From an optimization exercise on the open Yosys and OpenROAD flow, aimed at small area and a short achievable clock period; shortcuts taken in it are not production practice.
Function was checked by simulation only, so behaviour that the tests miss may differ from the original.
Power is estimated from default activity; no workload was simulated.

==> flow/design.v (excerpt) <==
module thinpad_cpu(
    input wire clk,
    input wire rst,
    output wire uart_rdn,
    output wire uart_wrn,
    input wire uart_dataready,
    input wire uart_tbre,
    input wire uart_tsre,
    input  wire[31:0] base_ram_data_i,
    output wire[31:0] base_ram_data_o,
    output wire base_ram_data_oe,
    output wire[19:0] base_ram_addr,
    output wire[3:0] base_ram_be_n,
    output wire base_ram_ce_n,
    output wire base_ram_oe_n,
    output wire base_ram_we_n,
    input  wire[31:0] ext_ram_data_i,
    output wire[31:0] ext_ram_data_o,
    output wire ext_ram_data_oe,
    output wire[19:0] ext_ram_addr,
    output wire[3:0] ext_ram_be_n,
    output wire ext_ram_ce_n,
    output wire ext_ram_oe_n,
    output wire ext_ram_we_n
);
For scale: ~1400 flip-flops, ~190 I/O pins, about 0.070 mm^2 of cells after synthesis.
export LEC_CHECK = 0
export CAP_MARGIN = 20
export CORE_MARGIN = 2
export CORE_UTILIZATION = 30
export PLACE_DENSITY = 0.5
export SLEW_MARGIN = 20
create_clock -name core_clock -period 11.0 [get_ports {clk}]
standard.sh (not shown) runs the stock make flow with config.mk's settings and CLKGATE_MAP_FILE= SYNTH_SCRIPT=/design/flow/synth_recipe.tcl, a recipe that flattens the netlist after the stock synthesis.
==> flow/flow/run.sh <==
#!/bin/bash
set -euo pipefail
bash standard.sh SETUP_SLACK_MARGIN=6.2 \
  "BUFFER_PORTS_ARGS=-buffer_cell sky130_fd_sc_hd__buf_2" \
  "CTS_ARGS=-sink_clustering_enable -repair_clock_nets -dont_use_dummy_load -sink_clustering_size 20 -sink_clustering_max_diameter 60 -buf_list sky130_fd_sc_hd__clkbuf_16" \
  finish > standard_flow.log 2>&1
==> next run, changes <==
==> flow/flow/run.sh (replaced) <==
#!/bin/bash
set -euo pipefail
bash standard.sh SETUP_SLACK_MARGIN=6.1 \
  "BUFFER_PORTS_ARGS=-buffer_cell sky130_fd_sc_hd__buf_2" \
  "CTS_ARGS=-sink_clustering_enable -repair_clock_nets -dont_use_dummy_load -sink_clustering_size 28 -sink_clustering_max_diameter 80 -buf_list sky130_fd_sc_hd__clkbuf_16" \
  finish > standard_flow.log 2>&1
CAP_MARGIN = 5   (was 20)
SLEW_MARGIN = 5   (was 20)
What happened: Cell area is lower by 1.5%. Global-route usage is lower by 0.15 points. Final cell count is lower by 0.44%. Setup slack improves by 0.049 ns. Die area stays the same. Core utilization is lower by 0.51 points. Maximum frequency is higher by 0.97%. Total power is lower by 3.6%. Clock power is lower by 17%. Critical path depth is higher by 8. Non-clock buffer count is higher by 4.

== the previous run ==
thinpad_cpu again, from the RTL that the note above started with.
export LEC_CHECK = 0
export CAP_MARGIN = 20
export CORE_MARGIN = 2
export CORE_UTILIZATION = 30
export PLACE_DENSITY = 0.5
export SLEW_MARGIN = 20
create_clock -name core_clock -period 11.0 [get_ports {clk}]
==> flow/flow/run.sh <==
#!/bin/bash
set -euo pipefail
bash standard.sh SETUP_SLACK_MARGIN=6.1 \
  "BUFFER_PORTS_ARGS=-buffer_cell sky130_fd_sc_hd__buf_2" \
  "CTS_ARGS=-sink_clustering_enable -repair_clock_nets -dont_use_dummy_load -sink_clustering_size 20 -sink_clustering_max_diameter 60 -buf_list sky130_fd_sc_hd__clkbuf_16" \
  finish > standard_flow.log 2>&1
## Diff of input files: the current run against the previous run
==> flow/flow/run.sh <==
#!/bin/bash
set -euo pipefail
bash standard.sh SETUP_SLACK_MARGIN=6.4 \
  "BUFFER_PORTS_ARGS=-buffer_cell sky130_fd_sc_hd__buf_2" \
  "CTS_ARGS=-sink_clustering_enable -repair_clock_nets -dont_use_dummy_load -sink_clustering_size 20 -sink_clustering_max_diameter 60 -buf_list sky130_fd_sc_hd__clkbuf_16" \
  finish > standard_flow.log 2>&1
[summary]
Compared with the previous run, the current run shows a higher final routed wirelength across all metal layers.
There was hardly any difference in multi-input logic cell count between the current run and the previous run.
As far as upper clock frequency limit is concerned, the current run and the previous run perform about the same.

-- port drivers added, routing unchanged --
The results above use ideal ports. As a check the final layouts listed here were re-extracted and re-timed, cells and wires unchanged. Step 1 sets driving cells, clkbuf_16 on the clock port and buf_2 on the other inputs (assumed; they add their load-dependent delay and slew). Step 2, shift: input delay + t, output delay - t, t = (earliest + latest rising clock arrival at the registers) / 2. This alone moves slack from input paths to output paths. Three values: no drivers, after step 1, after step 2; two values: the first two.
| run | shift t [ns] | setup slack, ns | hold slack, ns | worst slew at a driven data input, ns | pins driven straight from the clock port |
|---|---|---|---|---|---|
| the first run of note 1 | 0.880 | 5.889 / 5.823 / 5.339 | 0.326 / 0.326 / 0.326 | 0.11 | 1 |
| the second run of note 1 | 0.830 | 5.938 / 5.934 / 5.309 | 0.329 / 0.329 / 0.329 | 0.16 | 1 |
| the previous run | 0.869 | 5.939 / 5.928 / 5.313 | 0.335 / 0.335 / 0.335 | 0.13 | 1 |
| the current run | 0.860 | 5.948 / 5.923 / 5.343 | 0.323 / 0.323 / 0.323 | 0.13 | 1 |
After both steps every run listed still meets setup and hold. For the second run of note 1, which loses most, drivers alone change the setup slack by -0.004 ns; drivers and shift together by -0.629 ns.
